What follows belongs to an exercise in optimizing a design on an open flow for small area; a production flow would make more cautious choices.
At most, simulation tests tie the RTL to the original design; equivalence was not proved.

## median_filter_resource_optimized
module median_filter_resource_optimized
(
    input                ck100m,
    input                srst_n,
    input                enable,
    input        [15:0]  in,
    output               out_enable,
    output reg   [15:0]  out
);
For scale: ~280 flip-flops, ~12000 sq um of cells after synthesis.
==> module median_filter_resource_optimized, before the edit <==
module median_filter_resource_optimized
(
    input                ck100m,
    input                srst_n,
    input                enable,
    input        [15:0]  in,
    output               out_enable,
    output reg   [15:0]  out
);
    localparam int NT = 7;              
    localparam int L  = 17;             
    reg [15:0] win  [0:9];
    reg [15:0] tail [0:NT-1];            
    reg [1:0]  lane [0:9];               
    reg [9:0]  cw;                       
    reg [NT-1:0] ct;                     
    reg [3:0]  m;
    reg [3:0]  nval;                     
    reg [6:0]  q;                        
    wire idle = ~q[6] & ~q[1];           
    assign out_enable = ~q[1] & q[0];    
    wire s12  = ~q[2] & q[1];            
    logic [7:0] sel;                     
    logic [7:0] nsel;                    
    logic nidle;                         
    always_comb begin
        sel[0] = idle;
        for (int j = 1; j < 7; j++) sel[j] = q[7-j] & ~q[6-j];
        sel[7] = q[6] & q[0];
        nidle = (idle & ~enable) | s12;
        nsel[0] = nidle;
        nsel[1] = idle & enable;
        for (int j = 2; j < 8; j++) nsel[j] = sel[j-1];
    end
    logic [3:0] nval_next;
    always_comb nval_next = nval + {3'd0, enable && nval != 4'd10};
    always @(posedge ck100m or negedge srst_n) begin
        if (~srst_n) begin
            q    <= 7'd0;
            nval <= 4'd0;
        end else begin
            q    <= {idle ? enable : ~q[0], q[6:1]};
            nval <= nval_next;
        end
    end
    logic [15:0] w9sh;
    always_comb begin
        w9sh = '0;
        for (int j = 0; j < 7; j++)
            if (sel[j]) w9sh = w9sh | (win[9] << (2*j + 2));
    end
    logic [1:0] xw [0:9];
    logic [1:0] xin;
    always_comb begin
        for (int n = 0; n < 10; n++) begin
            xw[n] = 2'b00;
            for (int j = 0; j < 8; j++)
                if (nsel[j]) xw[n] = xw[n] | win[n][15-2*j -: 2];
        end
        xin = nidle ? in[15:14] : in[13:12];
    end
    always @(posedge ck100m) begin
        if (enable) begin
            win[0]  <= in;
            lane[0] <= xin;
            for (int i = 1; i < 10; i++) begin
                win[i]  <= win[i-1];
                lane[i] <= xw[i-1];
            end
        end else begin
            for (int i = 0; i < 10; i++) lane[i] <= xw[i];
        end
        tail[0][15:2] <= w9sh[15:2];
        for (int t = 1; t < NT; t++)
            for (int b = 2 + 2*t; b < 16; b++) tail[t][b] <= tail[t-1][b-2];
    end
    function automatic [3:0] tsum(input [16:0] x, input [3:0] m);
        logic t1, t2, t3, t4, t5, t6, t7, t8, t9, t10, t11, t12, t13, t14, t15, t16, t17, t18, t19, t20, t21, t22, t23, t24, t25, t26, t27, t28, t29, t30, g0, g1, g2, p0, p1, p2, c1, c2, c3;
        t1 = m[0] ^ x[0] ^ x[10]; t2 = (m[0] & x[0]) | (m[0] & x[10]) | (x[0] & x[10]);
        t3 = x[11] ^ x[12] ^ x[13]; t4 = (x[11] & x[12]) | (x[11] & x[13]) | (x[12] & x[13]);
        t5 = x[14] ^ x[15] ^ x[16]; t6 = (x[14] & x[15]) | (x[14] & x[16]) | (x[15] & x[16]);
        t7 = x[1] ^ x[2] ^ x[3]; t8 = (x[1] & x[2]) | (x[1] & x[3]) | (x[2] & x[3]);
        t9 = x[4] ^ x[5] ^ x[6]; t10 = (x[4] & x[5]) | (x[4] & x[6]) | (x[5] & x[6]);
        t11 = x[7] ^ x[8] ^ x[9]; t12 = (x[7] & x[8]) | (x[7] & x[9]) | (x[8] & x[9]);
        t13 = t1 ^ t11 ^ t3; t14 = (t1 & t11) | (t1 & t3) | (t11 & t3);
        t15 = t5 ^ t7 ^ t9; t16 = (t5 & t7) | (t5 & t9) | (t7 & t9);
        t17 = m[1] ^ t10 ^ t12; t18 = (m[1] & t10) | (m[1] & t12) | (t10 & t12);
        t19 = t2 ^ t4 ^ t6; t20 = (t2 & t4) | (t2 & t6) | (t4 & t6);
        t21 = t8 ^ t14 ^ t16; t22 = (t8 & t14) | (t8 & t16) | (t14 & t16);
        t23 = t17 ^ t19 ^ t21; t24 = (t17 & t19) | (t17 & t21) | (t19 & t21);
        t25 = m[2] ^ t18 ^ t20; t26 = (m[2] & t18) | (m[2] & t20) | (t18 & t20);
        t27 = t22 ^ t25 ^ t24; t28 = (t22 & t25) | (t22 & t24) | (t25 & t24);
        t29 = m[3] ^ t26 ^ t28; t30 = (m[3] & t26) | (m[3] & t28) | (t26 & t28);
        g0 = t13 & t15; p0 = t13 ^ t15;
        g1 = t23 & 1'b0; p1 = t23 ^ 1'b0;
        g2 = t27 & 1'b0; p2 = t27 ^ 1'b0;
        c1 = g0; c2 = g1 | (p1 & g0); c3 = g2 | (p2 & g1) | (p2 & p1 & g0);
        tsum = {c3 | t29 | t30, p2 ^ c2, p1 ^ c1, p0};
    endfunction
    logic [1:0] ln [0:L-1];
    logic [L-1:0] cand, lt1, lt2, lt3, c_new;
    logic [3:0] s1, s2, s3, m_new;
    logic i1, i2, i3, ok1, ok2, ok3, cin;
    logic [1:0] d;
    always_comb begin
        for (int n = 0; n < 10; n++) ln[n] = lane[n];
        cand = {ct & {NT{~idle}}, cw};
        for (int t = 0; t < NT; t++) ln[10+t] = tail[t][15:14];
        for (int n = 0; n < L; n++) begin
            lt1[n] = cand[n] & ~ln[n][1] & ~ln[n][0];
            lt2[n] = cand[n] & ~ln[n][1];
            lt3[n] = cand[n] & ~(ln[n][1] & ln[n][0]);
        end
        i1 = idle & ~in[15] & ~in[14];
        i2 = idle & ~in[15];
        i3 = idle & ~(in[15] & in[14]);
        s1 = tsum(lt1, m);
        s2 = tsum(lt2, m);
        s3 = tsum(lt3, m);
        ok1 = ~s1[3] & ~(i1 & (s1[2:0] == 3'd7));
        ok2 = ~s2[3] & ~(i2 & (s2[2:0] == 3'd7));
        ok3 = ~s3[3] & ~(i3 & (s3[2:0] == 3'd7));
        if (ok3)      begin d = 2'd3; m_new = s3 + {3'd0, i3}; end
        else if (ok2) begin d = 2'd2; m_new = s2 + {3'd0, i2}; end
        else if (ok1) begin d = 2'd1; m_new = s1 + {3'd0, i1}; end
        else          begin d = 2'd0; m_new = m; end
        for (int n = 0; n < L; n++) c_new[n] = cand[n] & (ln[n] == d);
        cin = idle & (in[15:14] == d);
    end
    always @(posedge ck100m or negedge srst_n) begin
        if (~srst_n) begin
            cw <= '0;
            m  <= 4'd12;
        end else if (nidle) begin
            for (int n = 0; n < 10; n++) cw[n] <= (n < nval_next);
            m <= 4'd12 - nval_next;
        end else begin
            m <= m_new;
            cw <= enable ? {c_new[8:0], cin} : c_new[9:0];
        end
    end
    always @(posedge ck100m) begin
        ct[0]      <= enable & c_new[9];
        ct[NT-1:1] <= c_new[L-2:10];
    end
    always @(posedge ck100m) begin
        for (int j = 0; j < 8; j++)
            if (sel[j]) out[15-2*j -: 2] <= d;
    end
endmodule
==> flow/config.mk <==
export PLATFORM = sky130hd
export DESIGN_NAME = median_filter_resource_optimized
export DESIGN_NICKNAME = median_filter_resource_optimized
export VERILOG_FILES = /design/flow/design.v
export SDC_FILE = /design/flow/constraint.sdc
export NUM_CORES = 4
export LEC_CHECK = 0
export ABC_AREA = 1
export CAP_MARGIN = 20
export CORE_MARGIN = 2
export CORE_UTILIZATION = 40
export CTS_CLUSTER_DIAMETER = 35
export CTS_CLUSTER_SIZE = 9
export SLEW_MARGIN = 20
==> flow/constraint.sdc <==
create_clock -name core_clock -period 5.0 [get_ports {ck100m}]
set_input_delay 1.0000 -clock core_clock [delete_from_list [all_inputs] [get_ports {ck100m}]]
set_output_delay 1.0000 -clock core_clock [all_outputs]
set_load 0.01 [all_outputs]
standard.sh (not shown) runs the stock make flow with config.mk's settings and CLKGATE_MAP_FILE= SYNTH_SCRIPT=/design/flow/synth_recipe.tcl, a recipe that flattens the netlist after the stock synthesis.
==> flow/flow/run.sh <==
#!/bin/bash
# The standard layout (standard.sh), with two changes:
#  - the port buffers are sky130_fd_sc_hd__buf_1 rather than the default choice;
#  - clock tree synthesis inserts no dummy loads and builds the tree from
#    sky130_fd_sc_hd__clkbuf_4, with small sink clusters (at most 9 sinks,
#    35 um across) so that every flip-flop clock pin keeps a fast slew.
# make's full output goes to flow.log in this folder; ORFS keeps each step's log
# under orfs/logs/.
set -euo pipefail
bash standard.sh \
  "BUFFER_PORTS_ARGS=-buffer_cell sky130_fd_sc_hd__buf_1" \
  "CTS_ARGS=-sink_clustering_enable -repair_clock_nets -dont_use_dummy_load -buf_list sky130_fd_sc_hd__clkbuf_4 -sink_clustering_size 9 -sink_clustering_max_diameter 35" \
  finish > flow.log 2>&1
Next try:
--- a/flow/design.v
+++ b/flow/design.v
@@ -9,14 +9,13 @@
 );
     localparam int NT = 7;              
     localparam int L  = 17;             
     reg [15:0] win  [0:9];
     reg [15:0] tail [0:NT-1];            
     reg [1:0]  lane [0:9];               
-    reg [9:0]  cw;                       
-    reg [NT-1:0] ct;                     
+    reg [L-1:0] cand;
     reg [3:0]  m;
     reg [3:0]  nval;                     
     reg [6:0]  q;                        
     wire idle = ~q[6] & ~q[1];           
     assign out_enable = ~q[1] & q[0];    
     wire s12  = ~q[2] & q[1];            
@@ -95,19 +94,18 @@
         g1 = t23 & 1'b0; p1 = t23 ^ 1'b0;
         g2 = t27 & 1'b0; p2 = t27 ^ 1'b0;
         c1 = g0; c2 = g1 | (p1 & g0); c3 = g2 | (p2 & g1) | (p2 & p1 & g0);
         tsum = {c3 | t29 | t30, p2 ^ c2, p1 ^ c1, p0};
     endfunction
     logic [1:0] ln [0:L-1];
-    logic [L-1:0] cand, lt1, lt2, lt3, c_new;
+    logic [L-1:0] lt1, lt2, lt3, c_new;
     logic [3:0] s1, s2, s3, m_new;
     logic i1, i2, i3, ok1, ok2, ok3, cin;
     logic [1:0] d;
     always_comb begin
         for (int n = 0; n < 10; n++) ln[n] = lane[n];
-        cand = {ct & {NT{~idle}}, cw};
         for (int t = 0; t < NT; t++) ln[10+t] = tail[t][15:14];
         for (int n = 0; n < L; n++) begin
             lt1[n] = cand[n] & ~ln[n][1] & ~ln[n][0];
             lt2[n] = cand[n] & ~ln[n][1];
             lt3[n] = cand[n] & ~(ln[n][1] & ln[n][0]);
         end
@@ -126,25 +124,23 @@
         else          begin d = 2'd0; m_new = m; end
         for (int n = 0; n < L; n++) c_new[n] = cand[n] & (ln[n] == d);
         cin = idle & (in[15:14] == d);
     end
     always @(posedge ck100m or negedge srst_n) begin
         if (~srst_n) begin
-            cw <= '0;
-            m  <= 4'd12;
+            cand <= '0;
+            m    <= 4'd12;
         end else if (nidle) begin
-            for (int n = 0; n < 10; n++) cw[n] <= (n < nval_next);
+            for (int n = 0; n < L; n++) cand[n] <= (n < 10) && (n < nval_next);
             m <= 4'd12 - nval_next;
         end else begin
             m <= m_new;
-            cw <= enable ? {c_new[8:0], cin} : c_new[9:0];
+            cand[9:0]    <= enable ? {c_new[8:0], cin} : c_new[9:0];
+            cand[10]     <= enable & c_new[9];
+            cand[L-1:11] <= c_new[L-2:10];
         end
-    end
-    always @(posedge ck100m) begin
-        ct[0]      <= enable & c_new[9];
-        ct[NT-1:1] <= c_new[L-2:10];
     end
     always @(posedge ck100m) begin
         for (int j = 0; j < 8; j++)
             if (sel[j]) out[15-2*j -: 2] <= d;
     end
 endmodule
- hold slack improved by 0.071 ns
- maximum frequency went up by a few percent
- critical path depth went down by 4
- global-route usage went down by 0.29 points
- clock skew went down by 0.041 ns
- setup slack improved by 0.099 ns
The RTL of the first run of this note was laid out without a check of its function.

## afterwards: timing with drivers on the ports
In the flow no input, the clock included, has a driving cell. The finished layouts below were timed again as built, in two steps.
Step 1 sets driving cells, clkbuf_16 on the clock port and buf_2 on the other inputs (assumed; they add their load-dependent delay and slew).
Step 2 times the ports against the registers' clock, not the clock port: input delays grow and output delays shrink by t, the midpoint of the rising clock arrivals with the driver on.
a / b / c = ideal / step 1 / step 2; a / b = the first two.
| run | t, ns | slack for setup (ns) | worst slew at a driven data input, ns |
|---|---|---|---|
| the first run | 0.636 | 0.165 / 0.165 / 0.165 | 0.03 |
| the second run | 0.666 | 0.264 / 0.264 / 0.264 | 0.03 |
After both steps every run listed still meets setup and hold.
